This design comes from an exercise in tuning for small area on the open sky130 flow, not from production work. RTL that was checked went through simulation tests only; none was proved equivalent to the original. The RTL of run 1 was laid out without a check of its function. Power is estimated from default activity; no workload was simulated.

==> flow/design.v <==
module pause_manager(
    input      clk_in,
    input      rst_in,
    input      pause_0_in,
    input      unpause_0_in,
    input      pause_unpause_0_in,
    output     inject_pause_out
);
    reg  pause_0_reg;
    reg  unpause_0_reg;
    wire set_pause_0;
    wire reset_pause_0;
    reg  pause_unpause_0_gen;
    reg  pause_unpause_0_reg;
    assign set_pause_0   = !pause_0_reg && pause_0_in;
    assign reset_pause_0 = !unpause_0_reg && unpause_0_in;
    always @(posedge clk_in) begin
        if(rst_in) begin
            pause_unpause_0_gen <= 1'b0;
            pause_0_reg         <= 1'b0;
            unpause_0_reg       <= 1'b0;
            pause_unpause_0_reg <= 1'b0;
        end
        else begin
            pause_0_reg   <= pause_0_in;
            unpause_0_reg <= unpause_0_in;
            case({set_pause_0,reset_pause_0})
                2'b00: pause_unpause_0_gen <= pause_unpause_0_gen;
                2'b01: pause_unpause_0_gen <= 1'b0;
                2'b10: pause_unpause_0_gen <= 1'b1;
                2'b11: pause_unpause_0_gen <= pause_unpause_0_gen;
            endcase
            pause_unpause_0_reg <= pause_unpause_0_in;
        end
    end
    assign inject_pause_out = pause_unpause_0_gen ||
                              pause_unpause_0_reg;
endmodule
module payload_encoder(
    input             clk_in,
    input             rst_in,
    input      [63:0] s_axis_tdata,
    input       [7:0] s_axis_tkeep,
    input       [7:0] s_axis_tuser,
    input       [7:0] s_axis_tdest,
    input             s_axis_tlast,
    input             s_axis_tvalid,
    output            s_axis_tready,
    input             inject_pause_in,
    input             pause_in,
    output reg [63:0] payload_out,
    output reg  [1:0] header_out
);
    localparam T_S1    = 8'h1e;
    localparam T_S2    = 8'h2d;
    localparam T_S3    = 8'h33;
    localparam T_S4    = 8'h4b;
    localparam T_S5    = 8'h55;
    localparam T_T0    = 8'h66;
    localparam T_T1    = 8'h78;
    localparam T_T2    = 8'h87;
    localparam T_T3    = 8'h99;
    localparam T_T4    = 8'haa;
    localparam T_T5    = 8'hb4;
    localparam T_T6    = 8'hcc;
    localparam T_T7    = 8'hd2;
    localparam T_IDLE  = 8'h00;
    localparam T_ERROR = 8'he1;
    localparam T_PAUSE = 8'hff;
    localparam H_DATA  = 2'b01;
    localparam H_CTRL  = 2'b10;
    localparam START       = 2'd0;
    localparam SEND_MIDDLE = 2'd1;
    localparam SEND_LAST   = 2'd2;
    reg        tready_reg;
    reg [63:0] b_data;
    reg  [7:0] b_keep;
    reg  [7:0] b_user;
    reg  [7:0] b_dest;
    reg        b_last;
    reg        b_valid;
    reg [63:0] h_data;
    reg  [7:0] h_keep;
    reg  [7:0] h_user;
    reg  [7:0] h_dest;
    reg        h_last;
    reg        h_valid;
    wire [63:0] c_data  = tready_reg ? b_data  : h_data;
    wire  [7:0] c_keep  = tready_reg ? b_keep  : h_keep;
    wire  [7:0] c_user  = tready_reg ? b_user  : h_user;
    wire  [7:0] c_dest  = tready_reg ? b_dest  : h_dest;
    wire        c_last  = tready_reg ? b_last  : h_last;
    wire        c_valid = tready_reg ? b_valid : h_valid;
    reg        inject_pause_reg;
    reg [23:0] tdata_temp;
    reg  [2:0] tkeep_temp;
    reg  [1:0] state;
    reg  [1:0] next_state;
    reg        tready_int;
    function [63:0] start_payload;
        input  [7:0] tkeep;
        input  [7:0] tuser;
        input  [7:0] tdest;
        input [63:0] tdata;
            case(tkeep)
                8'h80: start_payload = {T_S1,tuser,tdest,tdata[63:56],{32{1'b0}}};
                8'hc0: start_payload = {T_S2,tuser,tdest,tdata[63:48],{24{1'b0}}};
                8'he0: start_payload = {T_S3,tuser,tdest,tdata[63:40],{16{1'b0}}};
                8'hf0: start_payload = {T_S4,tuser,tdest,tdata[63:32],{8{1'b0}}};
                8'hf8: start_payload = {T_S5,tuser,tdest,tdata[63:24]};
                8'hfc: start_payload = {T_S5,tuser,tdest,tdata[63:24]};
                8'hfe: start_payload = {T_S5,tuser,tdest,tdata[63:24]};
                8'hff: start_payload = {T_S5,tuser,tdest,tdata[63:24]};
                default: start_payload = {T_ERROR,{56{1'b0}}};
            endcase
    endfunction
    function [63:0] end_payload;
        input  [7:0] tkeep;
        input [63:0] tdata;
            case(tkeep)
                8'h00: end_payload = {T_T0,{56{1'b0}}};
                8'h80: end_payload = {T_T1,tdata[63:56],{48{1'b0}}};
                8'hc0: end_payload = {T_T2,tdata[63:48],{40{1'b0}}};
                8'he0: end_payload = {T_T3,tdata[63:40],{32{1'b0}}};
                8'hf0: end_payload = {T_T4,tdata[63:32],{24{1'b0}}};
                8'hf8: end_payload = {T_T5,tdata[63:24],{16{1'b0}}};
                8'hfc: end_payload = {T_T6,tdata[63:16],{8{1'b0}}};
                8'hfe: end_payload = {T_T7,tdata[63:8]};
                default: end_payload = {T_ERROR,{56{1'b0}}};
            endcase
    endfunction
    assign s_axis_tready = tready_reg;
    wire inject = inject_pause_reg ^ inject_pause_in;
    always @(*) begin
        tready_int  = 1'b1;
        header_out  = H_CTRL;
        payload_out = {T_IDLE,{56{1'b0}}};
        next_state  = state;
        if(inject) begin
            tready_int  = 1'b0;
            payload_out = {T_PAUSE,s_axis_tuser,{8{1'b0}},{32{inject_pause_in}},{8{1'b0}}};
        end
        else if(pause_in) begin
            tready_int  = 1'b0;
        end
        else begin
            case(state)
                START: begin
                    if(c_valid) begin
                        payload_out = start_payload(c_keep,c_user,c_dest,c_data);
                        next_state  = c_keep[3] ? (c_last ? SEND_LAST : SEND_MIDDLE) : START;
                    end
                end
                SEND_MIDDLE: begin
                    if(c_valid) begin
                        if(c_last && !c_keep[3]) begin
                            payload_out = end_payload({tkeep_temp,c_keep[7:3]},{tdata_temp,c_data[63:24]});
                            next_state  = c_keep[4] ? SEND_LAST : START;
                        end
                        else begin
                            header_out  = H_DATA;
                            payload_out = {tdata_temp,c_data[63:24]};
                            next_state  = c_last ? SEND_LAST : SEND_MIDDLE;
                        end
                    end
                end
                default: begin
                    tready_int  = 1'b0;
                    payload_out = end_payload({tkeep_temp,{5{1'b0}}},{tdata_temp,{40{1'b0}}});
                    next_state  = START;
                end
            endcase
        end
    end
    always @(posedge clk_in) begin
        if(tready_reg) begin
            b_data <= s_axis_tdata;
            b_keep <= s_axis_tkeep;
            b_user <= s_axis_tuser;
            b_dest <= s_axis_tdest;
            b_last <= s_axis_tlast;
        end
        h_data  <= c_data;
        h_keep  <= c_keep;
        h_user  <= c_user;
        h_dest  <= c_dest;
        h_last  <= c_last;
        h_valid <= c_valid;
        if(c_valid) begin
            tdata_temp <= c_data[23:0];
            tkeep_temp <= c_keep[2:0];
        end
    end
    always @(posedge clk_in) begin
        if(rst_in) begin
            tready_reg       <= 1'b1;
            b_valid          <= 1'b0;
            inject_pause_reg <= 1'b0;
            state            <= START;
        end
        else begin
            tready_reg       <= tready_int;
            if(tready_reg)
                b_valid      <= s_axis_tvalid;
            inject_pause_reg <= inject_pause_in;
            state            <= next_state;
        end
    end
endmodule
module payload_manager(
    input  [63:0] payload_in,
    input   [1:0] header_in,
    output [63:0] payload_out,
    output  [1:0] header_out,
    output        valid_out
);
    localparam H_CTRL = 2'b10;
    localparam T_IDLE = 8'h00;
    assign valid_out = !(header_in == H_CTRL && payload_in[63:56] == T_IDLE);
    assign header_out = header_in;
    assign payload_out = payload_in;
endmodule
module payload_decoder(
    input             clk_in,
    input             rst_in,
    input      [63:0] payload_in,
    input       [1:0] header_in,
    input             valid_in,
    output reg [63:0] m_axis_tdata,
    output reg  [7:0] m_axis_tkeep,
    output      [7:0] m_axis_tuser,
    output      [7:0] m_axis_tdest,
    output reg        m_axis_tlast,
    output            m_axis_tvalid,
    output            m_error,
    output            pause_out,
    output            unpause_out,
    output      [7:0] pause_src_out
);
    localparam T_S1    = 8'h1e;
    localparam T_S2    = 8'h2d;
    localparam T_S3    = 8'h33;
    localparam T_S4    = 8'h4b;
    localparam T_S5    = 8'h55;
    localparam T_T0    = 8'h66;
    localparam T_T1    = 8'h78;
    localparam T_T2    = 8'h87;
    localparam T_T3    = 8'h99;
    localparam T_T4    = 8'haa;
    localparam T_T5    = 8'hb4;
    localparam T_T6    = 8'hcc;
    localparam T_T7    = 8'hd2;
    localparam T_IDLE  = 8'h00;
    localparam T_ERROR = 8'he1;
    localparam T_PAUSE = 8'hff;
    localparam H_DATA  = 2'b01;
    localparam H_CTRL  = 2'b10;
    localparam START       = 2'd0;
    localparam SEND_MIDDLE = 2'd1;
    localparam SEND_LAST   = 2'd2;
    localparam END         = 2'd3;
    localparam O_NONE = 4'd0;
    localparam O_ERR  = 4'd1;
    localparam O_S1   = 4'd2;
    localparam O_S2   = 4'd3;
    localparam O_S3   = 4'd4;
    localparam O_S4   = 4'd5;
    localparam O_DATA = 4'd6;
    localparam O_T0   = 4'd7;
    localparam O_T1   = 4'd8;
    localparam O_T2   = 4'd9;
    localparam O_T3   = 4'd10;
    localparam O_T47  = 4'd11;
    localparam O_L4   = 4'd12;
    localparam O_L5   = 4'd13;
    localparam O_L6   = 4'd14;
    localparam O_L70  = 4'd15;
    reg [63:0] payload_reg;
    reg        ctrl_reg;
    reg        valid_reg;
    reg [39:0] prev_data;
    reg  [3:0] out_code;
    reg  [7:0] m_axis_tuser_reg;
    reg  [7:0] m_axis_tdest_reg;
    reg        pause_reg;
    reg        unpause_reg;
    reg  [7:0] pause_src_reg;
    reg  [1:0] state;
    reg  [3:0] code_int;
    reg        load_buf;
    reg        load_ud;
    reg  [1:0] pause_sel;    
    reg  [1:0] next_state;
    wire [7:0] r_type = payload_reg[63:56];
    wire [7:0] i_type = payload_in[63:56];
    wire       i_data = header_in == H_DATA;
    wire       i_ctrl = header_in == H_CTRL;
    function [7:0] dec_in;
        input       ctrl;
        input [7:0] itype;
        input [1:0] stay;
            if(ctrl) begin
                case(itype)
                    T_PAUSE: dec_in = {O_NONE,stay,1'b0,1'b1};
                    T_IDLE:  dec_in = {O_NONE,stay,1'b0,1'b0};
                    T_T0:    dec_in = {O_T0,END,1'b1,1'b0};
                    T_T1:    dec_in = {O_T1,END,1'b1,1'b0};
                    T_T2:    dec_in = {O_T2,END,1'b1,1'b0};
                    T_T3:    dec_in = {O_T3,END,1'b1,1'b0};
                    T_T4, T_T5, T_T6, T_T7:
                             dec_in = {O_T47,SEND_LAST,1'b1,1'b0};
                    default: dec_in = {O_ERR,START,1'b1,1'b0};
                endcase
            end
            else dec_in = {O_ERR,START,1'b1,1'b0};
    endfunction
    wire [7:0] dec_start  = dec_in(i_ctrl,i_type,START);
    wire [7:0] dec_middle = dec_in(i_ctrl,i_type,SEND_MIDDLE);
    always @(*) begin
        code_int   = O_NONE;
        load_buf   = 1'b1;
        load_ud    = 1'b0;
        pause_sel  = 2'd0;
        next_state = state;
        if(valid_reg) begin
            if(ctrl_reg && r_type == T_PAUSE) begin
                pause_sel = 2'd1;
            end
            else if(ctrl_reg && r_type == T_IDLE) begin
                ;
            end
            else begin
                case(state)
                    START: begin
                        next_state = START;
                        if(ctrl_reg && r_type == T_S1) begin code_int = O_S1; load_ud = 1'b1; end
                        else if(ctrl_reg && r_type == T_S2) begin code_int = O_S2; load_ud = 1'b1; end
                        else if(ctrl_reg && r_type == T_S3) begin code_int = O_S3; load_ud = 1'b1; end
                        else if(ctrl_reg && r_type == T_S4) begin code_int = O_S4; load_ud = 1'b1; end
                        else if(ctrl_reg && r_type == T_S5) begin
                            if(valid_in) begin
                                if(i_data) begin
                                    code_int   = O_DATA;
                                    load_ud    = 1'b1;
                                    next_state = SEND_MIDDLE;
                                end
                                else begin
                                    {code_int,next_state,load_buf} = dec_start[7:1];
                                    pause_sel = {dec_start[0],1'b0};
                                    load_ud   = dec_start[7:4] != O_NONE && dec_start[7:4] != O_ERR;
                                end
                            end
                            else load_buf = 1'b0;
                        end
                        else code_int = O_ERR;
                    end
                    SEND_MIDDLE: begin
                        if(valid_in) begin
                            if(i_data) begin
                                code_int = O_DATA;
                                load_ud  = 1'b1;
                            end
                            else begin
                                {code_int,next_state,load_buf} = dec_middle[7:1];
                                pause_sel = {dec_middle[0],1'b0};
                            end
                        end
                        else load_buf = 1'b0;
                    end
                    SEND_LAST: begin
                        next_state = START;
                        if(ctrl_reg && r_type == T_T4) code_int = O_L4;
                        else if(ctrl_reg && r_type == T_T5) code_int = O_L5;
                        else if(ctrl_reg && r_type == T_T6) code_int = O_L6;
                        else if(ctrl_reg && r_type == T_T7) begin
                            next_state = SEND_LAST;
                            if(valid_in) begin
                                if(i_ctrl && i_type == T_PAUSE) begin
                                    load_buf = 1'b0; pause_sel = 2'd2;
                                end
                                else if(i_ctrl && i_type == T_IDLE) begin
                                    load_buf = 1'b0;
                                end
                                else if(i_ctrl && i_type == T_T0) begin
                                    code_int = O_L70; next_state = END;
                                end
                                else begin
                                    code_int = O_ERR; next_state = START;
                                end
                            end
                            else load_buf = 1'b0;
                        end
                        else code_int = O_ERR;
                    end
                    default: next_state = START;
                endcase
            end
        end
    end
    always @(posedge clk_in) begin
        if(load_buf) begin
            payload_reg <= payload_in;
            ctrl_reg    <= header_in == H_CTRL;
        end
        prev_data <= payload_reg[39:0];
    end
    always @(posedge clk_in) begin
        if(rst_in) begin
            valid_reg        <= 1'b0;
            out_code         <= O_NONE;
            m_axis_tuser_reg <= 8'd0;
            m_axis_tdest_reg <= 8'd0;
            pause_reg        <= 1'b0;
            unpause_reg      <= 1'b0;
            pause_src_reg    <= 8'd0;
            state            <= START;
        end
        else begin
            if(load_buf)
                valid_reg    <= valid_in;
            out_code         <= code_int;
            if(load_ud) begin
                m_axis_tuser_reg <= payload_reg[55:48];
                m_axis_tdest_reg <= payload_reg[47:40];
            end
            case(pause_sel)
                2'd1: begin
                    pause_reg     <= &payload_reg[39:8];
                    unpause_reg   <= !(&payload_reg[39:8]);
                    pause_src_reg <= payload_reg[55:48];
                end
                2'd2: begin
                    pause_reg     <= &payload_in[39:8];
                    unpause_reg   <= !(&payload_in[39:8]);
                    pause_src_reg <= payload_in[55:48];
                end
                default: begin
                    pause_reg     <= 1'b0;
                    unpause_reg   <= 1'b0;
                    pause_src_reg <= 8'd0;
                end
            endcase
            state            <= next_state;
        end
    end
    assign m_axis_tuser  = m_axis_tuser_reg;
    assign m_axis_tdest  = m_axis_tdest_reg;
    assign m_axis_tvalid = out_code[3:1] != 3'd0;
    assign m_error       = out_code == O_ERR;
    assign pause_out     = pause_reg;
    assign unpause_out   = unpause_reg;
    assign pause_src_out = pause_src_reg;
    always @(*) begin
        m_axis_tdata = {64{1'b0}};
        m_axis_tkeep = 8'h00;
        m_axis_tlast = 1'b1;
        case(out_code)
            O_NONE: m_axis_tlast = 1'b0;
            O_ERR:  m_axis_tlast = 1'b0;
            O_S1:   begin m_axis_tdata = {prev_data[39:32],{56{1'b0}}}; m_axis_tkeep = 8'h80; end
            O_S2:   begin m_axis_tdata = {prev_data[39:24],{48{1'b0}}}; m_axis_tkeep = 8'hc0; end
            O_S3:   begin m_axis_tdata = {prev_data[39:16],{40{1'b0}}}; m_axis_tkeep = 8'he0; end
            O_S4:   begin m_axis_tdata = {prev_data[39:8],{32{1'b0}}};  m_axis_tkeep = 8'hf0; end
            O_DATA: begin m_axis_tdata = {prev_data,payload_reg[63:40]}; m_axis_tkeep = 8'hff; m_axis_tlast = 1'b0; end
            O_T0:   begin m_axis_tdata = {prev_data,{24{1'b0}}}; m_axis_tkeep = 8'hf8; end
            O_T1:   begin m_axis_tdata = {prev_data,payload_reg[55:48],{16{1'b0}}}; m_axis_tkeep = 8'hfc; end
            O_T2:   begin m_axis_tdata = {prev_data,payload_reg[55:40],{8{1'b0}}}; m_axis_tkeep = 8'hfe; end
            O_T3:   begin m_axis_tdata = {prev_data,payload_reg[55:32]}; m_axis_tkeep = 8'hff; end
            O_T47:  begin m_axis_tdata = {prev_data,payload_reg[55:32]}; m_axis_tkeep = 8'hff; m_axis_tlast = 1'b0; end
            O_L4:   begin m_axis_tdata = {prev_data[31:24],{56{1'b0}}}; m_axis_tkeep = 8'h80; end
            O_L5:   begin m_axis_tdata = {prev_data[31:16],{48{1'b0}}}; m_axis_tkeep = 8'hc0; end
            O_L6:   begin m_axis_tdata = {prev_data[31:8],{40{1'b0}}};  m_axis_tkeep = 8'he0; end
            default: begin m_axis_tdata = {prev_data[31:0],{32{1'b0}}}; m_axis_tkeep = 8'hf0; end
        endcase
    end
endmodule
module aqueduct_codec(
    input         clk,
    input         rst,
    input  [63:0] s_axis_tdata,
    input   [7:0] s_axis_tkeep,
    input   [7:0] s_axis_tuser,
    input   [7:0] s_axis_tdest,
    input         s_axis_tlast,
    input         s_axis_tvalid,
    output        s_axis_tready,
    input         s_pause,
    input         s_send_pause,
    input         rx_almost_full,
    input         rx_almost_empty,
    output [63:0] tx_payload,
    output  [1:0] tx_header,
    input  [63:0] rx_payload,
    input   [1:0] rx_header,
    input         rx_valid,
    output [63:0] m_axis_tdata,
    output  [7:0] m_axis_tkeep,
    output  [7:0] m_axis_tuser,
    output  [7:0] m_axis_tdest,
    output        m_axis_tlast,
    output        m_axis_tvalid,
    output        m_error,
    output        m_pause,
    output        m_unpause,
    output  [7:0] m_pause_src
);
    wire        inject_pause;
    wire [63:0] rx_pm_payload;
    wire  [1:0] rx_pm_header;
    wire        rx_pm_valid;
    pause_manager pause_manager_inst(
        .clk_in(clk),
        .rst_in(rst),
        .pause_0_in(rx_almost_full),
        .unpause_0_in(rx_almost_empty),
        .pause_unpause_0_in(s_send_pause),
        .inject_pause_out(inject_pause)
    );
    payload_encoder payload_encoder_inst(
        .clk_in(clk),
        .rst_in(rst),
        .s_axis_tdata(s_axis_tdata),
        .s_axis_tkeep(s_axis_tkeep),
        .s_axis_tuser(s_axis_tuser),
        .s_axis_tdest(s_axis_tdest),
        .s_axis_tlast(s_axis_tlast),
        .s_axis_tvalid(s_axis_tvalid),
        .s_axis_tready(s_axis_tready),
        .inject_pause_in(inject_pause),
        .pause_in(s_pause),
        .payload_out(tx_payload),
        .header_out(tx_header)
    );
    payload_manager payload_manager_inst(
        .payload_in(rx_payload),
        .header_in(rx_header),
        .payload_out(rx_pm_payload),
        .header_out(rx_pm_header),
        .valid_out(rx_pm_valid)
    );
    payload_decoder payload_decoder_inst(
        .clk_in(clk),
        .rst_in(rst),
        .payload_in(rx_pm_payload),
        .header_in(rx_pm_header),
        .valid_in(rx_valid && rx_pm_valid),
        .m_axis_tdata(m_axis_tdata),
        .m_axis_tkeep(m_axis_tkeep),
        .m_axis_tuser(m_axis_tuser),
        .m_axis_tdest(m_axis_tdest),
        .m_axis_tlast(m_axis_tlast),
        .m_axis_tvalid(m_axis_tvalid),
        .m_error(m_error),
        .pause_out(m_pause),
        .unpause_out(m_unpause),
        .pause_src_out(m_pause_src)
    );
endmodule
==> flow/run.sh <==
#!/bin/bash
# synth_recipe.tcl (not shown) runs the flow's synth.tcl, then flattens the netlist and writes it again
# the make line also repeats each setting of config.mk as NAME=value (left out here)
make -C /OpenROAD-flow-scripts/flow DESIGN_CONFIG=/design/flow/config.mk WORK_HOME=/design/flow/orfs CLKGATE_MAP_FILE= SYNTH_SCRIPT=/design/flow/synth_recipe.tcl finish
==> flow/config.mk <==
export PLATFORM = sky130hd
export DESIGN_NAME = aqueduct_codec
export DESIGN_NICKNAME = aqueduct_codec
export VERILOG_FILES = /design/flow/design.v
export SDC_FILE = /design/flow/constraint.sdc
export NUM_CORES = 4
export LEC_CHECK = 0
export CAP_MARGIN = 20
export CORE_MARGIN = 2
export CORE_UTILIZATION = 40
export SLEW_MARGIN = 20
==> flow/constraint.sdc <==
create_clock -name core_clock -period 4.5 [get_ports {clk}]
set_input_delay 0.9000 -clock core_clock [delete_from_list [all_inputs] [get_ports {clk}]]
set_output_delay 0.9000 -clock core_clock [all_outputs]
set_load 0.01 [all_outputs]
==> impl_results.html, run 1 <==
<table>
<tr><th>Metric</th><th>Value</th></tr>
<tr><th colspan="2">Run</th></tr>
<tr><td>Number of violations of the max-capacitance limit</td><td>0</td></tr>
<tr><th colspan="2">Drt</th></tr>
<tr><td># DRC</td><td>0</td></tr>
<tr><td>Detailed Routing Iterations Pass 1</td><td>5</td></tr>
<tr><td>Overall routed net length</td><td>between 40,000 and 50,000 um</td></tr>
<tr><td>Antenna viol nets, final</td><td>0</td></tr>
<tr><td>Via/cell ratio</td><td>roughly 5.5</td></tr>
<tr><td>Count of vias placed by the detailed router</td><td>between 10,000 and 15,000</td></tr>
<tr><td>Mean routed wirelength per cell</td><td>~21 um</td></tr>
<tr><td>Initial DRC count</td><td>just over 1,000</td></tr>
<tr><th colspan="2">Critical path</th></tr>
<tr><td>Arr. time, crit path</td><td>approximately 3.4 ns</td></tr>
<tr><td>Critical path start-end classification</td><td>reg2out</td></tr>
<tr><td>Maximum fanout along the worst path</td><td>20</td></tr>
<tr><td>Critical path endpoint category</td><td>primary output</td></tr>
<tr><td>Required time worst endpoint</td><td>3.60 ns</td></tr>
<tr><td>Kind of start point of the critical path</td><td>register</td></tr>
<tr><th colspan="2">GRT</th></tr>
<tr><td>Aggregate global-route resource usage</td><td>around 23%</td></tr>
<tr><td>Vias in the first global route</td><td>12,386</td></tr>
<tr><td>Met1 Usage GRT</td><td>approximately 30%</td></tr>
<tr><td>Total grt overflow</td><td>0</td></tr>
<tr><td>Maximum number of pins on one net before global-route repair</td><td>110</td></tr>
<tr><td>Peak-usage layer in the global routing report</td><td>met2</td></tr>
<tr><td>Met2 capacity usage during global routing</td><td>about two fifths</td></tr>
<tr><td>Global-route track usage on met3</td><td>5.160%</td></tr>
<tr><td>Initial antenna violation count</td><td>1</td></tr>
<tr><td>Global-route wire length before repair</td><td>just over 70,000 um</td></tr>
<tr><th colspan="2">Yosys</th></tr>
<tr><td>Count of synthesis-stage warnings from yosys</td><td>3</td></tr>
<tr><td>Cell accounting for the most synthesized area</td><td>sky130_fd_sc_hd__edfxtp_1</td></tr>
<tr><td>Per-instance average area after synthesis</td><td>approximately 11 um^2</td></tr>
<tr><td>Area fraction in and, or, nand and nor cells after synthesis</td><td>approximately an eighth</td></tr>
<tr><td>Share of the synthesized area in the top cell type</td><td>about a third</td></tr>
<tr><td>Compound-cell area share of the yosys netlist</td><td>between 10% and 20%</td></tr>
<tr><td>Flops &amp; latches, synth</td><td>about 350</td></tr>
<tr><td>Net Count, Synth</td><td>about 1,600</td></tr>
<tr><td>Synthesized-area fraction occupied by xor and xnor cells</td><td>less than 1%</td></tr>
<tr><td>Number of distinct library cell variants in the gate-level netlist after synthesis</td><td>85</td></tr>
<tr><td>Dominant combinational cell family by area after synthesis</td><td>compound AO/OA/AOI/OAI gates</td></tr>
<tr><td>Synth top area cells</td><td>sky130_fd_sc_hd__edfxtp_1 (35%), sky130_fd_sc_hd__dfxtp_1 (22%), sky130_fd_sc_hd__mux2_2 (3.8%)</td></tr>
<tr><td>Fraction of registers with async set/reset</td><td>0%</td></tr>
<tr><td>Number of flops mapped to enable cells by yosys</td><td>181</td></tr>
<tr><td>Prevailing post-synth register cell</td><td>sky130_fd_sc_hd__edfxtp_1</td></tr>
<tr><td>Sequential fraction of the synthesis area</td><td>56.74%</td></tr>
<tr><td>Top cells by count, synth</td><td>sky130_fd_sc_hd__edfxtp_1 (181), sky130_fd_sc_hd__dfxtp_1 (172), sky130_fd_sc_hd__nor2_1 (116)</td></tr>
<tr><td>Cell Area, Synth</td><td>roughly 16,000 um^2</td></tr>
<tr><td>Most frequent cell after synthesis</td><td>sky130_fd_sc_hd__edfxtp_1</td></tr>
<tr><td>Fraction of synthesized area in multiplexers</td><td>between 6 and 7%</td></tr>
<tr><td>Adder and majority gate portion of the synthesized area</td><td>less than 1%</td></tr>
<tr><td>Cells after synthesis</td><td>1,452</td></tr>
<tr><th colspan="2">Hold path</th></tr>
<tr><td>Class of the worst hold path</td><td>reg2reg</td></tr>
<tr><th colspan="2">Placement</th></tr>
<tr><td>Final HPWL from detailed placement</td><td>roughly 36,000 um</td></tr>
<tr><td>Placement-stage cell area</td><td>around 20,000 um^2</td></tr>
<tr><td>Number of cells after detailed placement</td><td>between 2,000 and 2,500</td></tr>
<tr><td>Gp weighted congestion</td><td>~0.92</td></tr>
<tr><td>PortBufs</td><td>330</td></tr>
<tr><th colspan="2">STA</th></tr>
<tr><td>Final max-slew violation count</td><td>0</td></tr>
<tr><td>Slew margin rel.</td><td>38.46%</td></tr>
<tr><td>Worst hold-check slack</td><td>~0.34 ns</td></tr>
<tr><td>Transition at the pin with the smallest max-transition slack</td><td>0.9230 ns</td></tr>
<tr><td>Portion of the clock cycle consumed by the worst path in the final layout</td><td>between 90% and 100%</td></tr>
<tr><td>Final setup violation count</td><td>0</td></tr>
<tr><td>Final number of hold-violating endpoints</td><td>0</td></tr>
<tr><td>Post-route minimum period</td><td>4.320 ns</td></tr>
<tr><td>Largest clock skew in the final design</td><td>between 0.015 and 0.02 ns</td></tr>
<tr><td>Setup repair after global routing missed its margin</td><td>false</td></tr>
<tr><td>Highest clock frequency the design can meet</td><td>231.5 MHz</td></tr>
<tr><td>Setup TNS</td><td>0 ns</td></tr>
<tr><th colspan="2">Clock network</th></tr>
<tr><td>Register clock-pin slew on the reported worst setup and hold paths</td><td>~0.06 ns</td></tr>
<tr><td># H-tree levels</td><td>2</td></tr>
<tr><td>Latest clock arrival within the worst-skew pair</td><td>between 0.5 and 0.6 ns</td></tr>
<tr><td>Hold-fix buffers at CTS</td><td>0</td></tr>
<tr><td>Total number of clock tree sinks</td><td>roughly 350</td></tr>
<tr><td>CTS tree</td><td>done</td></tr>
<tr><td>Maximum buffer depth of the clock tree</td><td>3</td></tr>
<tr><td>Number of CTS-inserted buffers</td><td>40</td></tr>
<tr><td>Clock root buffer</td><td>sky130_fd_sc_hd__clkbuf_16</td></tr>
<tr><th colspan="2">Floorplanning</th></tr>
<tr><td>Standard-cell row count</td><td>between 70 and 80</td></tr>
<tr><td>Core region area</td><td>slightly below 40,000 um^2</td></tr>
<tr><td>Die Footprint</td><td>about 41,000 um^2</td></tr>
<tr><td>Effective utilization at floorplan</td><td>approximately two fifths</td></tr>
<tr><td>Chip height</td><td>approximately 200 um</td></tr>
<tr><td>Overall die width</td><td>slightly above 200 um</td></tr>
<tr><td>Count of boundary I/O pins</td><td>between 300 and 400</td></tr>
<tr><th colspan="2">Final layout</th></tr>
<tr><td>Final std cells w/o fill</td><td>approximately 2,300</td></tr>
<tr><td>Post-route cell area</td><td>20,900 um^2</td></tr>
<tr><td>Final Net Count</td><td>1,939</td></tr>
<tr><td>Layout cells sized above 1</td><td>between 10% and 20%</td></tr>
<tr><td>Area growth syn-to-layout</td><td>33.54%</td></tr>
<tr><th colspan="2">Outcome</th></tr>
<tr><td>Run status</td><td>finished clean</td></tr>
<tr><th colspan="2">Power and ir drop</th></tr>
<tr><td>Worst IR Drop VDD</td><td>between 0.2 and 0.3 mV</td></tr>
<tr><td>Static power due to leakage</td><td>just under 8 nW</td></tr>
<tr><td>Power density of the placed cells</td><td>382.2 nW/um^2</td></tr>
</table>
## worst max-delay path, cell delays in order (launching register included)
cell and delay [ns]:
sky130_fd_sc_hd__dfxtp_4 0.53, sky130_fd_sc_hd__mux2_2 0.41, sky130_fd_sc_hd__mux2i_1 0.22, sky130_fd_sc_hd__a32o_2 0.30
sky130_fd_sc_hd__and2_1 0.41, sky130_fd_sc_hd__a21o_4 0.22, sky130_fd_sc_hd__a32o_1 0.23, sky130_fd_sc_hd__clkdlybuf4s50_1 0.56
## layout by cell type, fill, tap and decap left out, drive strengths merged, types with 12 or more instances in the layout
cell type,count
nor2b,12
dfxtp,172
nand2,91
clkinv,14
clkbuf,52
mux2,53
a31oi,15
a21oi,95
clkdlybuf4s50,330
and2,24
mux2i,40
o21ai,120
nor2,117
edfxtp,181
inv,95
o221ai,19
a22oi,26
buf,33
nand2b,28
nand3,21
nand4,22
o22ai,18
a22o,41
a32o,18
nor4bb,13
## area by class of cell
| class | instances | area [um^2] |
|---|---|---|
| inverters | 95 | 356.6 |
| multi-input cells | 922 | 6095 |
| well taps | 518 | 648.1 |
| clock inverters | 20 | 231.5 |
| flip-flops and latches | 353 | 8884 |
| repair buffers | 363 | 3583 |
| clock buffers | 52 | 1097 |
| diodes | 1 | 2.502 |
| fillers | 3364 | 17750 |
## stage by stage
stage | setup slack (ns) | utilization [%] | total power [mW]
final | 0.1802 | 54.07 | 7.988
after global routing | 0.01150 | 54.07 | 8.296
after CTS | 0.01825 | 53.93 | 8.066
after detailed placement | 0.1795 | 50.49 | 4.750
after global placement | 0.2864 | 50.49 | 4.733
after floorplan | 0.2466 | - | 4.283
## report_power, final
| part | internal [mW] | switching (mW) |
|---|---|---|
| combinational | 0.429 | 0.461 |
| clock | 2.01 | 1.28 |
| sequential | 3.66 | 0.144 |
## kinds of logic after synthesis
| group | Yosys count |
|---|---|
| AO/OA/AOI/OAI | 439 |
| adder cells (fa/ha/maj) | 1 |
| AND/OR/NAND/NOR | 386 |
| buffers and inverters | 177 |
| XOR/XNOR | 3 |
| flip-flops | 353 |
| multiplexers | 93 |
## repair_timing
action                     CTS  global route
setup buffers                0             1
gates resized for setup      0             9
setup endpoints to repair    0            53
## layer usage
metal  vias to the layer above  part of all wire (%)
li1                       6062                     -
met1                      6151                    43
met2                       528                    48
met3                        51                   7.4
met4                         0                   1.8
met5                         -                     0
## worst paths after layout
check / end / cells past startpoint / slack [ns] / start
worst max-delay path: tx_payload[53] / 7 / 0.18 / payload_encoder_inst.tready_reg$_SDFF_PP1_
worst min-delay path: payload_decoder_inst.prev_data[2]$_DFF_P_ / 0 / 0.34 / payload_decoder_inst.payload_reg[2]$_DFFE_PP_
worst max register to register: payload_decoder_inst.m_axis_tdest_reg[3]$_SDFFE_PP0P_ / 5 / 1.64 / payload_decoder_inst.payload_reg[61]$_DFFE_PP_
worst min register to register: payload_decoder_inst.prev_data[2]$_DFF_P_ / 0 / 0.34 / payload_decoder_inst.payload_reg[2]$_DFFE_PP_
==> run 2, diff against run 1 <==
--- a/flow/design.v
+++ b/flow/design.v
@@ -87,8 +87,11 @@
     reg        h_valid;
-    wire [63:0] c_data  = tready_reg ? b_data  : h_data;
-    wire  [7:0] c_keep  = tready_reg ? b_keep  : h_keep;
-    wire  [7:0] c_user  = tready_reg ? b_user  : h_user;
-    wire  [7:0] c_dest  = tready_reg ? b_dest  : h_dest;
-    wire        c_last  = tready_reg ? b_last  : h_last;
-    wire        c_valid = tready_reg ? b_valid : h_valid;
+    wire [89:0] b_beat = {b_data,b_keep,b_user,b_dest,b_last,b_valid};
+    wire [89:0] h_beat = {h_data,h_keep,h_user,h_dest,h_last,h_valid};
+    wire [89:0] c_beat = ({90{tready_reg}} & b_beat) | ({90{!tready_reg}} & h_beat);
+    wire [63:0] c_data  = c_beat[89:26];
+    wire  [7:0] c_keep  = c_beat[25:18];
+    wire  [7:0] c_user  = c_beat[17:10];
+    wire  [7:0] c_dest  = c_beat[9:2];
+    wire        c_last  = c_beat[1];
+    wire        c_valid = c_beat[0];
     reg        inject_pause_reg;
==> flow/flow/run.sh (new file) <==
#!/bin/bash
cp standard.sh standard_sh.log 2>/dev/null
export BUFFER_PORTS_ARGS="-buffer_cell sky130_fd_sc_hd__buf_1"
bash standard.sh > standard_run.log 2>&1
==> flow/standard.sh (new file) <==
#!/bin/bash
# synth_recipe.tcl (not shown) runs the flow's synth.tcl, then flattens the netlist and writes it again
# the make line also repeats each setting of config.mk as NAME=value (left out here)
make -C /OpenROAD-flow-scripts/flow DESIGN_CONFIG=/design/flow/config.mk WORK_HOME=/design/flow/orfs CLKGATE_MAP_FILE= SYNTH_SCRIPT=/design/flow/synth_recipe.tcl "${@:-finish}"
removed: flow/run.sh
==> run 2 against run 1 <==
First-iteration DRC count is 22% lower. Clock power is 3% lower. Register-to-register slack better by 0.11 ns. Count of clock-buffer cells in the layout is 3 lower. Hold slack worse by 0.00091 ns.
==> impl_results.html, run 2 <==
<table>
<tr><th>Metric</th><th>Value</th></tr>
<tr><th colspan="2">Outcome</th></tr>
<tr><td>Run status</td><td>finished clean</td></tr>
<tr><th colspan="2">Placement</th></tr>
<tr><td>PortBufs</td><td>330</td></tr>
<tr><td>Gp weighted congestion</td><td>around 1</td></tr>
<tr><td>Final HPWL from detailed placement</td><td>33,630 um</td></tr>
<tr><td>Placement-stage cell area</td><td>roughly 17,000 um^2</td></tr>
<tr><td>Pre-CTS setup slack</td><td>between 0.7 and 0.8 ns</td></tr>
<tr><th colspan="2">Critical path</th></tr>
<tr><td>Buffering stage count on the worst path with inverters included</td><td>1</td></tr>
<tr><td>Critical path start-end classification</td><td>reg2out</td></tr>
<tr><td>Critical path endpoint category</td><td>primary output</td></tr>
<tr><td>Required time worst endpoint</td><td>roughly 3.6 ns</td></tr>
<tr><td>Arr. time, crit path</td><td>between 3 and 4 ns</td></tr>
<tr><td>Ordered cell list for the critical path</td><td>mux2i_1 -&gt; nor2_1 -&gt; o211ai_2 -&gt; a21oi_2 -&gt; a221oi_1 -&gt; o31ai_1 -&gt; buf_1</td></tr>
<tr><td>Cell type group with the largest total delay on the critical path</td><td>compound AO/OA/AOI/OAI gates</td></tr>
<tr><td>Crit path max-delay cell type</td><td>sky130_fd_sc_hd__dfxtp_4</td></tr>
<tr><td>Largest stage delay on the critical path</td><td>0.58 ns</td></tr>
<tr><td>Kind of start point of the critical path</td><td>register</td></tr>
<tr><td>Maximum fanout along the worst path</td><td>33</td></tr>
<tr><th colspan="2">Power and ir drop</th></tr>
<tr><td>Power density of the placed cells</td><td>between 400 and 500 nW/um^2</td></tr>
<tr><td>Combinational cell fraction of total power</td><td>9.4%</td></tr>
<tr><td>Static power due to leakage</td><td>approximately 6.8 nW</td></tr>
<tr><td>Sequential cell fraction of total power</td><td>49.2%</td></tr>
<tr><td>Clk network pwr share</td><td>41.4%</td></tr>
<tr><td>Internal power</td><td>5.836 mW</td></tr>
<tr><td>Power, Total</td><td>7.725 mW</td></tr>
<tr><td>P_sw</td><td>about 1.9 mW</td></tr>
<tr><td>Worst IR Drop VDD</td><td>about 0.36 mV</td></tr>
<tr><td>Switching fraction of total power</td><td>24.46%</td></tr>
<tr><th colspan="2">Run</th></tr>
<tr><td>Number of violations of the max-capacitance limit</td><td>0</td></tr>
<tr><th colspan="2">Drt</th></tr>
<tr><td>Antenna viol nets, final</td><td>0</td></tr>
<tr><td>Mean routed wirelength per cell</td><td>20.27 um</td></tr>
<tr><td>Detail Route met2 WL</td><td>approximately 21,000 um</td></tr>
<tr><td>Via/cell ratio</td><td>5.530</td></tr>
<tr><td>Overall routed net length</td><td>45,950 um</td></tr>
<tr><td>Met1 Wirelength</td><td>approximately 21,000 um</td></tr>
<tr><td># DRC</td><td>0</td></tr>
<tr><td>Detailed Routing Iterations Pass 1</td><td>5</td></tr>
<tr><td>Initial DRC count</td><td>approximately 790</td></tr>
<tr><td>Uppermost routed layer</td><td>met5</td></tr>
<tr><td>Detailed-routed wire length on met3</td><td>approximately 2700 um</td></tr>
<tr><td>Count of vias placed by the detailed router</td><td>12,537</td></tr>
<tr><th colspan="2">Floorplanning</th></tr>
<tr><td>Effective utilization at floorplan</td><td>between 40% and 50%</td></tr>
<tr><td>Count of boundary I/O pins</td><td>~330</td></tr>
<tr><td>Die Footprint</td><td>40,070 um^2</td></tr>
<tr><td>Overall die width</td><td>between 200 and 250 um</td></tr>
<tr><td>Standard-cell row count</td><td>about 70</td></tr>
<tr><td>Core region area</td><td>between 30,000 and 40,000 um^2</td></tr>
<tr><td>Chip height</td><td>200.2 um</td></tr>
<tr><th colspan="2">Final layout</th></tr>
<tr><td>Top library cells by usage in the layout, fill and taps aside</td><td>sky130_fd_sc_hd__buf_1 (330), sky130_fd_sc_hd__edfxtp_1 (181), sky130_fd_sc_hd__dfxtp_1 (170), sky130_fd_sc_hd__nand2_1 (124), sky130_fd_sc_hd__o21ai_0 (84)</td></tr>
<tr><td>Final Net Count</td><td>between 1,500 and 2,000</td></tr>
<tr><td>Layout cells sized above 1</td><td>a little over a tenth</td></tr>
<tr><td>Most common cell after layout, fill and taps aside</td><td>sky130_fd_sc_hd__buf_1</td></tr>
<tr><td>Area growth syn-to-layout</td><td>20.43%</td></tr>
<tr><td>Post-route cell area</td><td>between 15,000 and 20,000 um^2</td></tr>
<tr><th colspan="2">Clock network</th></tr>
<tr><td>Total number of clock tree sinks</td><td>around 350</td></tr>
<tr><td>Latest clock arrival within the worst-skew pair</td><td>0.55 ns</td></tr>
<tr><td>Maximum buffer depth of the clock tree</td><td>3</td></tr>
<tr><td># H-tree levels</td><td>2</td></tr>
<tr><td>Number of CTS-inserted buffers</td><td>40</td></tr>
<tr><td>Register clock-pin slew on the reported worst setup and hold paths</td><td>roughly 0.06 ns</td></tr>
<tr><td>CTS tree</td><td>done</td></tr>
<tr><td>Hold-fix buffers at CTS</td><td>0</td></tr>
<tr><td>Clock root buffer</td><td>sky130_fd_sc_hd__clkbuf_16</td></tr>
<tr><th colspan="2">GRT</th></tr>
<tr><td>Global-route wire length before repair</td><td>approximately 70,000 um</td></tr>
<tr><td>Aggregate global-route resource usage</td><td>between 20 and 25%</td></tr>
<tr><td>Initial antenna violation count</td><td>3</td></tr>
<tr><td>Total grt overflow</td><td>0</td></tr>
<tr><td>Vias in the first global route</td><td>between 10,000 and 15,000</td></tr>
<tr><td>Maximum number of pins on one net before global-route repair</td><td>66</td></tr>
<tr><th colspan="2">STA</th></tr>
<tr><td>Highest clock frequency the design can meet</td><td>233.4 MHz</td></tr>
<tr><td>Setup repair after global routing missed its margin</td><td>false</td></tr>
<tr><td>Slew margin rel.</td><td>between 30% and 40%</td></tr>
<tr><td>Final setup violation count</td><td>0</td></tr>
<tr><td>Setup TNS</td><td>0 ns</td></tr>
<tr><td>Worst Setup Slack, final</td><td>between 0.2 and 0.25 ns</td></tr>
<tr><td>Final max-slew violation count</td><td>0</td></tr>
<tr><td>Portion of the clock cycle consumed by the worst path in the final layout</td><td>between 90% and 100%</td></tr>
<tr><td>Largest clock skew in the final design</td><td>roughly 0.016 ns</td></tr>
<tr><td>Final number of hold-violating endpoints</td><td>0</td></tr>
<tr><td>Transition at the pin with the smallest max-transition slack</td><td>about 0.99 ns</td></tr>
<tr><td>Post-route minimum period</td><td>4.284 ns</td></tr>
<tr><th colspan="2">Yosys</th></tr>
<tr><td>Share of the synthesized area in the top cell type</td><td>between 30% and 40%</td></tr>
<tr><td>Top cells by count, synth</td><td>sky130_fd_sc_hd__edfxtp_1 (181), sky130_fd_sc_hd__dfxtp_1 (172), sky130_fd_sc_hd__nand2_1 (124)</td></tr>
<tr><td>Number of distinct library cell variants in the gate-level netlist after synthesis</td><td>slightly above 80</td></tr>
<tr><td>Fraction of registers with async set/reset</td><td>0%</td></tr>
<tr><td>Most frequent cell after synthesis</td><td>sky130_fd_sc_hd__edfxtp_1</td></tr>
<tr><td>Synth top area cells</td><td>sky130_fd_sc_hd__edfxtp_1 (35%), sky130_fd_sc_hd__dfxtp_1 (22%), sky130_fd_sc_hd__mux2_2 (4.5%)</td></tr>
<tr><td>Sequential fraction of the synthesis area</td><td>between 50 and 60%</td></tr>
<tr><td>Cell Area, Synth</td><td>15,390 um^2</td></tr>
<tr><td>Prevailing post-synth register cell</td><td>sky130_fd_sc_hd__edfxtp_1</td></tr>
<tr><td>Net Count, Synth</td><td>1,555</td></tr>
<tr><td>Number of flops mapped to enable cells by yosys</td><td>between 150 and 200</td></tr>
<tr><td>Cells after synthesis</td><td>1,391</td></tr>
<tr><td>Cell accounting for the most synthesized area</td><td>sky130_fd_sc_hd__edfxtp_1</td></tr>
<tr><td>Flops &amp; latches, synth</td><td>roughly 350</td></tr>
<tr><td>Per-instance average area after synthesis</td><td>~11 um^2</td></tr>
<tr><td>Count of synthesis-stage warnings from yosys</td><td>3</td></tr>
<tr><th colspan="2">Hold path</th></tr>
<tr><td>Class of the worst hold path</td><td>reg2reg</td></tr>
</table>
==> run 2: cell types whose count changed in the layout (fill, tap and decap cells not counted), sizes merged, moves of 12 or more <==
| cell | change |
|---|---|
| buf | +330 |
| clkdlybuf4s50 | -330 |
| nor2 | -37 |
| nand2 | +35 |
| o21ai | -31 |
| inv | -25 |
| nand2b | -19 |
| o31ai | +16 |
| a211oi | +12 |
| a21o | +12 |
==> run 2: final timing paths <==
| path | cells after the start | from | endpoint | slack, ns |
|---|---|---|---|---|
| max | 7 | payload_encoder_inst.tready_reg$_SDFF_PP1_ | tx_payload[54] | 0.22 |
| min | 0 | payload_decoder_inst.payload_reg[1]$_DFFE_PP_ | payload_decoder_inst.prev_data[1]$_DFF_P_ | 0.34 |
| max reg2reg | 6 | payload_decoder_inst.payload_reg[59]$_DFFE_PP_ | payload_decoder_inst.m_axis_tuser_reg[0]$_SDFFE_PP0P_ | 1.75 |
| min reg2reg | 0 | payload_decoder_inst.payload_reg[1]$_DFFE_PP_ | payload_decoder_inst.prev_data[1]$_DFF_P_ | 0.34 |
==> run 2: kinds of logic after synthesis <==
group           after synthesis  synth area share, %
mux                         108                7.527
flops                       353                57.68
compound gates              411                18.65
buf+inv                     145                3.804
simple gates                372                12.21
fa+ha+maj                     1              0.08127
xor+xnor                      1              0.05691
==> run 2: layout make-up <==
class,count,area (um^2)
clock buffer,49,1097
fill,3516,19220
timing repair buffer,363,1506
sequential,353,8884
clock inverter,24,201.4
tap,511,639.4
multi-input combinational,893,5934
inverter,72,270.3
antenna,2,5.005
==> run 2: metrics by stage <==
stage,hold WS [ns],cells,util (%)
finish,0.3389,2267,49.10
global placement,0.3243,2191,45.61
global route,0.3478,2265,49.09
detailed placement,0.3285,2191,45.61
floorplan,0.3233,1391,-
CTS,0.3410,2264,49.05
==> run 2: power groups by stage <==
stage / clock [mW] / combinational, mW / sequential (mW)
2_1_floorplan: 0 / 0.450 / 3.82
3_3_place_gp: 0 / 0.707 / 3.86
3_5_place_dp: 0 / 0.716 / 3.87
4_1_cts: 3.29 / 0.720 / 3.80
5_1_grt: 3.41 / 0.792 / 3.83
6_report: 3.20 / 0.723 / 3.80
==> run 2: what timing repair did <==
item | 4_1_cts | 5_1_grt
endpoints found under the hold margin | 0 | 0
buffers inserted | 0 | 1
gates resized for setup | 0 | 2
setup endpoints to repair | 0 | 6
==> run 2: metal layers <==
layer,global-route usage [%],vias up
li1,-,5905
met1,30.45,6115
met2,34.71,426
met3,4.702,89
met4,6.930,2
met5,0,-
==> run 2: worst reg2reg max path: cells and delay by family (launching register included) <==
| family | cells | cell delay [ns] |
|---|---|---|
| AOI/OAI and AO/OA | 2 | 0.95 |
| muxes | 1 | 0.28 |
| and+or+nand+nor | 3 | 0.93 |
| DFF | 1 | 0.51 |
==> run 3, diff against run 2 <==
--- a/flow/config.mk
+++ b/flow/config.mk
@@ -10,2 +10,4 @@
 export CORE_UTILIZATION = 40
+export CTS_BUF_LIST = sky130_fd_sc_hd__clkbuf_8
+export CTS_CLUSTER_SIZE = 30
 export SLEW_MARGIN = 20
==> run 3 against run 2 <==
Sequential power about the same. Via count rose by 0.18%. Core utilization stayed put. Highest routed layer is now met4. Hold slack better by 0.00075 ns. Die area unchanged. Clock skew increased by 0.019 ns. Largest power group unchanged. Global-route usage grew 0.23 points. Setup slack lost 0.14 ns. Count of clock-buffer cells in the layout is 30 higher. Combinational power about the same.
==> impl_results.html, run 3 <==
<table>
<tr><th>Metric</th><th>Value</th></tr>
<tr><th colspan="2">Critical path</th></tr>
<tr><td>Critical path endpoint category</td><td>primary output</td></tr>
<tr><td>Maximum fanout along the worst path</td><td>14</td></tr>
<tr><td>Arr. time, crit path</td><td>between 3 and 4 ns</td></tr>
<tr><td>Kind of start point of the critical path</td><td>register</td></tr>
<tr><td>Number of cells on the worst reg-to-reg path</td><td>6</td></tr>
<tr><td>Startpoint of the worst register-to-register path</td><td>payload_decoder_inst.payload_reg[59]$_DFFE_PP_</td></tr>
<tr><td>Required time worst endpoint</td><td>3.60 ns</td></tr>
<tr><td>Critical path start-end classification</td><td>reg2out</td></tr>
<tr><td>CP startpoint</td><td>payload_encoder_inst.b_keep[3]$_DFFE_PP_</td></tr>
<tr><td>Worst reg2reg endpoint</td><td>payload_decoder_inst.m_axis_tuser_reg[1]$_SDFFE_PP0P_</td></tr>
<tr><td>Critical path endpoint</td><td>tx_payload[51]</td></tr>
<tr><td>Slack of the worst reg-to-reg path</td><td>between 1.5 and 2 ns</td></tr>
<tr><th colspan="2">STA</th></tr>
<tr><td>Slew margin rel.</td><td>~34%</td></tr>
<tr><td>Largest clock skew in the final design</td><td>around 0.035 ns</td></tr>
<tr><td>Portion of the clock cycle consumed by the worst path in the final layout</td><td>a little over nine tenths</td></tr>
<tr><td>Highest clock frequency the design can meet</td><td>226.2 MHz</td></tr>
<tr><td>Setup repair after global routing missed its margin</td><td>true</td></tr>
<tr><td>Transition at the pin with the smallest max-transition slack</td><td>between 0.9 and 1 ns</td></tr>
<tr><td>Final setup violation count</td><td>0</td></tr>
<tr><td>Final number of hold-violating endpoints</td><td>0</td></tr>
<tr><td>Setup TNS</td><td>0 ns</td></tr>
<tr><td>Final max-slew violation count</td><td>0</td></tr>
<tr><td>Post-route minimum period</td><td>4.422 ns</td></tr>
<tr><th colspan="2">Floorplanning</th></tr>
<tr><td>Overall die width</td><td>200.2 um</td></tr>
<tr><td>Standard-cell row count</td><td>71</td></tr>
<tr><td>Count of boundary I/O pins</td><td>~330</td></tr>
<tr><td>Effective utilization at floorplan</td><td>between 40% and 50%</td></tr>
<tr><td>Core region area</td><td>37,760 um^2</td></tr>
<tr><td>Chip height</td><td>between 200 and 250 um</td></tr>
<tr><td>Die Footprint</td><td>approximately 40,000 um^2</td></tr>
<tr><th colspan="2">Yosys</th></tr>
<tr><td>Sequential fraction of the synthesis area</td><td>slightly below 60%</td></tr>
<tr><td>Net Count, Synth</td><td>1,555</td></tr>
<tr><td>Flops &amp; latches, synth</td><td>353</td></tr>
<tr><td>Count of synthesis-stage warnings from yosys</td><td>3</td></tr>
<tr><td>Share of the synthesized area in the top cell type</td><td>between 30% and 40%</td></tr>
<tr><td>Per-instance average area after synthesis</td><td>approximately 11 um^2</td></tr>
<tr><td>Cell accounting for the most synthesized area</td><td>sky130_fd_sc_hd__edfxtp_1</td></tr>
<tr><td>Cells after synthesis</td><td>approximately 1,400</td></tr>
<tr><td>Most frequent cell after synthesis</td><td>sky130_fd_sc_hd__edfxtp_1</td></tr>
<tr><td>Prevailing post-synth register cell</td><td>sky130_fd_sc_hd__edfxtp_1</td></tr>
<tr><td>Top cells by count, synth</td><td>sky130_fd_sc_hd__edfxtp_1 (181), sky130_fd_sc_hd__dfxtp_1 (172), sky130_fd_sc_hd__nand2_1 (124)</td></tr>
<tr><td>Fraction of registers with async set/reset</td><td>0%</td></tr>
<tr><td>Number of distinct library cell variants in the gate-level netlist after synthesis</td><td>81</td></tr>
<tr><td>Number of flops mapped to enable cells by yosys</td><td>around 180</td></tr>
<tr><td>Cell Area, Synth</td><td>around 15,000 um^2</td></tr>
<tr><td>Synth top area cells</td><td>sky130_fd_sc_hd__edfxtp_1 (35%), sky130_fd_sc_hd__dfxtp_1 (22%), sky130_fd_sc_hd__mux2_2 (4.5%)</td></tr>
<tr><th colspan="2">Final layout</th></tr>
<tr><td>Final Net Count</td><td>around 1,900</td></tr>
<tr><td>Post-route cell area</td><td>18,540 um^2</td></tr>
<tr><td>Final std cells w/o fill</td><td>between 2,000 and 2,500</td></tr>
<tr><td>Top library cells by usage in the layout, fill and taps aside</td><td>sky130_fd_sc_hd__buf_1 (330), sky130_fd_sc_hd__edfxtp_1 (181), sky130_fd_sc_hd__dfxtp_1 (170), sky130_fd_sc_hd__nand2_1 (124), sky130_fd_sc_hd__inv_1 (87)</td></tr>
<tr><td>Layout cells sized above 1</td><td>about 13%</td></tr>
<tr><td>Area growth syn-to-layout</td><td>20.43%</td></tr>
<tr><td>Most common cell after layout, fill and taps aside</td><td>sky130_fd_sc_hd__buf_1</td></tr>
<tr><th colspan="2">Power and ir drop</th></tr>
<tr><td>Worst IR Drop VDD</td><td>0.2991 mV</td></tr>
<tr><td>Static power due to leakage</td><td>slightly below 7 nW</td></tr>
<tr><td>Power density of the placed cells</td><td>406.4 nW/um^2</td></tr>
<tr><th colspan="2">Placement</th></tr>
<tr><td>Number of cells after detailed placement</td><td>between 2,000 and 2,500</td></tr>
<tr><td>Gp weighted congestion</td><td>slightly below 1</td></tr>
<tr><td>PortBufs</td><td>330</td></tr>
<tr><td>Final HPWL from detailed placement</td><td>around 34,000 um</td></tr>
<tr><td>Placement-stage cell area</td><td>17,220 um^2</td></tr>
<tr><th colspan="2">Drt</th></tr>
<tr><td>Detailed Routing Iterations Pass 1</td><td>5</td></tr>
<tr><td>Via/cell ratio</td><td>between 5 and 6</td></tr>
<tr><td>Mean routed wirelength per cell</td><td>roughly 20 um</td></tr>
<tr><td>Antenna viol nets, final</td><td>0</td></tr>
<tr><td># DRC</td><td>0</td></tr>
<tr><td>Count of vias placed by the detailed router</td><td>12,559</td></tr>
<tr><td>Initial DRC count</td><td>~860</td></tr>
<tr><td>Overall routed net length</td><td>46,450 um</td></tr>
<tr><th colspan="2">Run</th></tr>
<tr><td>Number of violations of the max-capacitance limit</td><td>0</td></tr>
<tr><th colspan="2">Clock network</th></tr>
<tr><td>Maximum buffer depth of the clock tree</td><td>3</td></tr>
<tr><td>Register clock-pin slew on the reported worst setup and hold paths</td><td>~0.06 ns</td></tr>
<tr><td>Hold-fix buffers at CTS</td><td>0</td></tr>
<tr><td>Clock root buffer</td><td>sky130_fd_sc_hd__clkbuf_8</td></tr>
<tr><td>Number of CTS-inserted buffers</td><td>60</td></tr>
<tr><td># H-tree levels</td><td>2</td></tr>
<tr><td>Latest clock arrival within the worst-skew pair</td><td>approximately 0.66 ns</td></tr>
<tr><td>CTS tree</td><td>done</td></tr>
<tr><td>Total number of clock tree sinks</td><td>353</td></tr>
<tr><th colspan="2">GRT</th></tr>
<tr><td>Maximum number of pins on one net before global-route repair</td><td>66</td></tr>
<tr><td>Initial antenna violation count</td><td>3</td></tr>
<tr><td>Total grt overflow</td><td>0</td></tr>
<tr><td>Vias in the first global route</td><td>roughly 12,000</td></tr>
<tr><td>Aggregate global-route resource usage</td><td>approximately 22%</td></tr>
<tr><td>Global-route wire length before repair</td><td>between 70,000 and 80,000 um</td></tr>
<tr><th colspan="2">Hold path</th></tr>
<tr><td>Class of the worst hold path</td><td>reg2reg</td></tr>
<tr><th colspan="2">Outcome</th></tr>
<tr><td>Run status</td><td>finished clean</td></tr>
</table>
[run 3: metrics by stage]
stage | hold slack, ns | power [mW] | worst slack [ns] | utilization [%]
floorplan | 0.3233 | 4.273 | 0.3950 | -
global placement | 0.3243 | 4.569 | 0.8115 | 45.61
detailed placement | 0.3285 | 4.584 | 0.7727 | 45.61
CTS | 0.3420 | 7.617 | 0.06286 | 49.03
global route | 0.3505 | 7.850 | -0.06497 | 49.09
finish | 0.3397 | 7.535 | 0.07825 | 49.10
[run 3: power by group]
group | internal [mW] | switching (mW) | leakage [nW]
combinational | 0.268 | 0.457 | 2.92
clock | 1.69 | 1.32 | 0.738
sequential | 3.66 | 0.140 | 3.27
[run 3: layout make-up]
type	instances	area (um^2)
tap	511	639.4
sequential	353	8884
inverter	72	270.3
timing repair buffer	363	1506
multi-input combinational	893	5938
clock inverter	34	205.2
clock buffer	79	1087
antenna	3	7.507
fill	3564	19220
[run 3: metal layers]
metal | share of wire (%) | GRT usage, %
met5 | 0 | 0
met4 | 2.8 | 8.635
met3 | 6.1 | 4.133
met2 | 46 | 34.96
met1 | 45 | 30.62
[run 3: cell families after synthesis]
kind of cell             share of synthesized area, %
AND/OR/NAND/NOR                                 12.21
AO/OA/AOI/OAI                                   18.65
XOR/XNOR                                      0.05691
buffers and inverters                           3.804
flip-flops                                      57.68
multiplexers                                    7.527
adder cells (fa/ha/maj)                       0.08127
[run 3: what timing repair did]
action	4_1_cts	5_1_grt
resized for setup	0	3
setup endpoints to repair	0	27
setup buffers	0	1
hold endpoints to repair	0	0
[run 3: worst min path at each step]
stage / start / to / cells past startpoint
6_report: payload_decoder_inst.payload_reg[1]$_DFFE_PP_ / payload_decoder_inst.prev_data[1]$_DFF_P_ / 0
2_1_floorplan: payload_decoder_inst.payload_reg[0]$_DFFE_PP_ / payload_decoder_inst.prev_data[0]$_DFF_P_ / 0
3_3_place_gp: payload_decoder_inst.payload_reg[0]$_DFFE_PP_ / payload_decoder_inst.prev_data[0]$_DFF_P_ / 0
5_1_grt: payload_decoder_inst.payload_reg[2]$_DFFE_PP_ / payload_decoder_inst.prev_data[2]$_DFF_P_ / 0
3_5_place_dp: payload_decoder_inst.payload_reg[1]$_DFFE_PP_ / payload_decoder_inst.prev_data[1]$_DFF_P_ / 0
4_1_cts: payload_decoder_inst.payload_reg[1]$_DFFE_PP_ / payload_decoder_inst.prev_data[1]$_DFF_P_ / 0
[run 3: critical path: stages, from the launching register on]
cell and delay [ns]:
sky130_fd_sc_hd__edfxtp_1 0.50, sky130_fd_sc_hd__or4_1 0.59, sky130_fd_sc_hd__nor3_1 0.32, sky130_fd_sc_hd__o21ai_1 0.15, sky130_fd_sc_hd__buf_4 0.22, sky130_fd_sc_hd__a21oi_1 0.14
sky130_fd_sc_hd__o21ai_1 0.12, sky130_fd_sc_hd__buf_4 0.24, sky130_fd_sc_hd__o31ai_1 0.42, sky130_fd_sc_hd__buf_1 0.20
==> run 4, diff against run 3 <==
--- a/flow/config.mk
+++ b/flow/config.mk
@@ -10,4 +10,3 @@
 export CORE_UTILIZATION = 40
-export CTS_BUF_LIST = sky130_fd_sc_hd__clkbuf_8
-export CTS_CLUSTER_SIZE = 30
+export CTS_BUF_LIST = sky130_fd_sc_hd__clkbuf_4
 export SLEW_MARGIN = 20
==> run 4 against run 3 <==
Still clean. Power down 4.1%. Clock skew up 0.014 ns. Hold slack worse by 0.054 ns. Die area unchanged. Fmax up 0.84%. Design area down 0.20%. Clock power down 11%. Area after synthesis unchanged. Sequential share of layout area up 0.094 points. Core utilization down 0.096 points. Cell count up 2.6%. Setup slack better by 0.037 ns. Critical path type unchanged.
==> impl_results.html, run 4 <==
<table>
<tr><th>Metric</th><th>Value</th></tr>
<tr><th colspan="2">Clock network</th></tr>
<tr><td># H-tree levels</td><td>3</td></tr>
<tr><td>Register clock-pin slew on the reported worst setup and hold paths</td><td>0.07 ns</td></tr>
<tr><td>Clock root buffer</td><td>sky130_fd_sc_hd__clkbuf_4</td></tr>
<tr><td>Total number of clock tree sinks</td><td>between 300 and 400</td></tr>
<tr><td>Number of CTS-inserted buffers</td><td>92</td></tr>
<tr><td>Hold-fix buffers at CTS</td><td>0</td></tr>
<tr><td>Maximum buffer depth of the clock tree</td><td>3</td></tr>
<tr><th colspan="2">Floorplanning</th></tr>
<tr><td>Effective utilization at floorplan</td><td>approximately 40%</td></tr>
<tr><td>Die Footprint</td><td>40,070 um^2</td></tr>
<tr><td>Standard-cell row count</td><td>71</td></tr>
<tr><td>Chip height</td><td>about 200 um</td></tr>
<tr><td>Count of boundary I/O pins</td><td>around 330</td></tr>
<tr><td>Overall die width</td><td>200.2 um</td></tr>
<tr><td>Core region area</td><td>roughly 38,000 um^2</td></tr>
<tr><th colspan="2">Yosys</th></tr>
<tr><td>Count of synthesis-stage warnings from yosys</td><td>3</td></tr>
<tr><td>Cells after synthesis</td><td>roughly 1,400</td></tr>
<tr><td>Number of flops mapped to enable cells by yosys</td><td>around 180</td></tr>
<tr><td>Net Count, Synth</td><td>approximately 1,600</td></tr>
<tr><td>Flops &amp; latches, synth</td><td>between 300 and 400</td></tr>
<tr><td>Fraction of registers with async set/reset</td><td>0%</td></tr>
<tr><td>Top cells by count, synth</td><td>sky130_fd_sc_hd__edfxtp_1 (181), sky130_fd_sc_hd__dfxtp_1 (172), sky130_fd_sc_hd__nand2_1 (124)</td></tr>
<tr><td>Cell accounting for the most synthesized area</td><td>sky130_fd_sc_hd__edfxtp_1</td></tr>
<tr><td>Prevailing post-synth register cell</td><td>sky130_fd_sc_hd__edfxtp_1</td></tr>
<tr><td>Cell Area, Synth</td><td>about 15,000 um^2</td></tr>
<tr><td>Synth top area cells</td><td>sky130_fd_sc_hd__edfxtp_1 (35%), sky130_fd_sc_hd__dfxtp_1 (22%), sky130_fd_sc_hd__mux2_2 (4.5%)</td></tr>
<tr><td>Number of distinct library cell variants in the gate-level netlist after synthesis</td><td>81</td></tr>
<tr><th colspan="2">Run</th></tr>
<tr><td>Number of violations of the max-capacitance limit</td><td>0</td></tr>
<tr><th colspan="2">Critical path</th></tr>
<tr><td>Number of cells on the worst reg-to-reg path</td><td>6</td></tr>
<tr><td>Critical path endpoint category</td><td>primary output</td></tr>
<tr><td>Buffering stage count on the worst path with inverters included</td><td>3</td></tr>
<tr><td>Number of logic stages on the critical path including buffering</td><td>9</td></tr>
<tr><td>Largest stage delay on the critical path</td><td>about 0.57 ns</td></tr>
<tr><td>Required time worst endpoint</td><td>3.60 ns</td></tr>
<tr><td>Crit path max-delay cell type</td><td>sky130_fd_sc_hd__dfxtp_4</td></tr>
<tr><td>Maximum fanout along the worst path</td><td>33</td></tr>
<tr><th colspan="2">STA</th></tr>
<tr><td>Final number of hold-violating endpoints</td><td>0</td></tr>
<tr><td>Final max-slew violation count</td><td>0</td></tr>
<tr><td>Slew margin rel.</td><td>between 30% and 40%</td></tr>
<tr><td>Post-route minimum period</td><td>4.385 ns</td></tr>
<tr><td>Transition at the pin with the smallest max-transition slack</td><td>between 0.9 and 1 ns</td></tr>
<tr><td>Final setup violation count</td><td>0</td></tr>
<tr><td>Setup repair after global routing missed its margin</td><td>true</td></tr>
<tr><td>Highest clock frequency the design can meet</td><td>around 230 MHz</td></tr>
<tr><td>Largest clock skew in the final design</td><td>about 0.049 ns</td></tr>
<tr><th colspan="2">Hold path</th></tr>
<tr><td>Number of cells traversed by the worst hold path</td><td>1</td></tr>
<tr><td>Class of the worst hold path</td><td>in2reg</td></tr>
<tr><th colspan="2">Drt</th></tr>
<tr><td>Mean routed wirelength per cell</td><td>between 15 and 20 um</td></tr>
<tr><td>Antenna viol nets, final</td><td>0</td></tr>
<tr><td># DRC</td><td>0</td></tr>
<tr><td>Detailed Routing Iterations Pass 1</td><td>7</td></tr>
<tr><td>Count of vias placed by the detailed router</td><td>between 10,000 and 15,000</td></tr>
<tr><td>Overall routed net length</td><td>between 40,000 and 50,000 um</td></tr>
<tr><td>Initial DRC count</td><td>approximately 800</td></tr>
<tr><td>Via/cell ratio</td><td>around 5.4</td></tr>
<tr><th colspan="2">GRT</th></tr>
<tr><td>Global-route wire length before repair</td><td>70,160 um</td></tr>
<tr><td>Maximum number of pins on one net before global-route repair</td><td>between 60 and 70</td></tr>
<tr><td>Total grt overflow</td><td>0</td></tr>
<tr><td>Initial antenna violation count</td><td>4</td></tr>
<tr><td>Vias in the first global route</td><td>between 10,000 and 15,000</td></tr>
<tr><th colspan="2">Power and ir drop</th></tr>
<tr><td>Power, Total</td><td>7.224 mW</td></tr>
<tr><td>Worst IR Drop VDD</td><td>0.2645 mV</td></tr>
<tr><td>Static power due to leakage</td><td>6.889 nW</td></tr>
<tr><th colspan="2">Placement</th></tr>
<tr><td>Placement-stage cell area</td><td>between 15,000 and 20,000 um^2</td></tr>
<tr><td>Gp weighted congestion</td><td>around 1</td></tr>
<tr><td>Final HPWL from detailed placement</td><td>roughly 34,000 um</td></tr>
<tr><td>PortBufs</td><td>330</td></tr>
<tr><th colspan="2">Final layout</th></tr>
<tr><td>Layout cells sized above 1</td><td>15.33%</td></tr>
<tr><td>Most common cell after layout, fill and taps aside</td><td>sky130_fd_sc_hd__buf_1</td></tr>
<tr><td>Area growth syn-to-layout</td><td>20.19%</td></tr>
<tr><td>Filler Cells Inserted</td><td>between 3,000 and 4,000</td></tr>
<tr><th colspan="2">Outcome</th></tr>
<tr><td>Run status</td><td>finished clean</td></tr>
</table>
## run 4: worst paths after layout
kind                                             startpoint  slack (ns)                                                     to
min reg2reg   payload_decoder_inst.payload_reg[2]$_DFFE_PP_        0.34              payload_decoder_inst.prev_data[2]$_DFF_P_
min                                         s_axis_tdest[5]        0.29               payload_encoder_inst.b_dest[5]$_DFFE_PP_
max reg2reg  payload_decoder_inst.payload_reg[59]$_DFFE_PP_        1.78  payload_decoder_inst.m_axis_tuser_reg[1]$_SDFFE_PP0P_
max              payload_encoder_inst.tready_reg$_SDFF_PP1_        0.12                                         tx_payload[46]
## run 4: per-layer routing
layer	GRT usage, %	wire length, um	vias to the layer above
met4	8.662	1417	0
met3	5.207	3073	106
li1	-	-	6079
met2	34.50	21190	487
met1	30.16	20530	6132
met5	0	0	-
## run 4: layout make-up
class                   instances  area, um^2  share of cell area, %
clock inverters                37       167.7                 0.9062
inverters                      72       270.3                  1.461
diodes                          4       10.01                0.05410
flip-flops and latches        353        8884                  48.02
clock buffers                 134        1006                  5.437
well taps                     511       639.4                  3.456
multi-input cells             893        6015                  32.51
repair buffers                363        1510                  8.163
## run 4: cells by family (layout without fill, tap and decap cells)
group	count (synthesis)	after routing	share of synthesized area, %
buffers and inverters	145	606	3.804
flip-flops	353	353	57.68
XOR/XNOR	1	1	0.05691
AO/OA/AOI/OAI	411	411	18.65
adder cells (fa/ha/maj)	1	1	0.08127
AND/OR/NAND/NOR	372	372	12.21
multiplexers	108	108	7.527
other	0	4	0
## run 4: metrics by stage
stage	hold slack [ns]	utilization [%]	std cells	worst slack (ns)	setup TNS (ns)
floorplan	0.3233	-	1391	0.3950	0
global placement	0.3243	45.61	2191	0.8115	0
detailed placement	0.3285	45.61	2191	0.7727	0
CTS	0.2003	48.82	2363	0.01762	0
global route	0.2175	48.99	2365	-0.1190	-0.9762
finish	0.2855	49.00	2367	0.1153	0
## run 4: report_power, final
part	switching, mW	internal (mW)
sequential	0.139	3.66
clock	1.31	1.38
combinational	0.463	0.270
total	1.91	5.31
## run 4: what timing repair did
action                                 in CTS  in global routing
pin swaps                                   1                  0
resized for setup                           7                 11
setup endpoints to repair                  22                 40
endpoints found under the hold margin       0                  0
setup buffers                               1                  0
## run 4: worst reg2reg max path: stages, from the launching register on
cell and delay, ns:
sky130_fd_sc_hd__edfxtp_1 0.51, sky130_fd_sc_hd__and4bb_2 0.35, sky130_fd_sc_hd__nand3_1 0.21, sky130_fd_sc_hd__nor4_1 0.35
sky130_fd_sc_hd__o311ai_1 0.26, sky130_fd_sc_hd__a21oi_4 0.70, sky130_fd_sc_hd__mux2i_1 0.27

==> separate check: timing with driven ports <==
How much do the figures lean on ideal ports? The routed layouts below were timed once more, with nothing changed but the port constraints. Step 1 assumes that a clkbuf_16 drives the clock port and a buf_2 every other input. Step 2 times the ports against the registers' clock, not the clock port: input delays grow and output delays shrink by t, the midpoint of the rising clock arrivals with the driver on. Slacks: no drivers / after step 1 / after step 2; pairs: no drivers / after step 1.
run | t, ns | setup WS [ns] | worst hold slack (ns)
run 1 | 0.593 | 0.180 / 0.125 / 0.201 | 0.340 / 0.340 / 0.340
run 2 | 0.600 | 0.216 / 0.163 / 0.669 | 0.339 / 0.339 / 0.339
run 3 | 0.686 | 0.078 / 0.031 / 0.670 | 0.340 / 0.340 / 0.340
run 4 | 0.802 | 0.115 / 0.062 / 0.676 | 0.285 / 0.255 / 0.340
After both steps setup and hold are still met in every run listed.
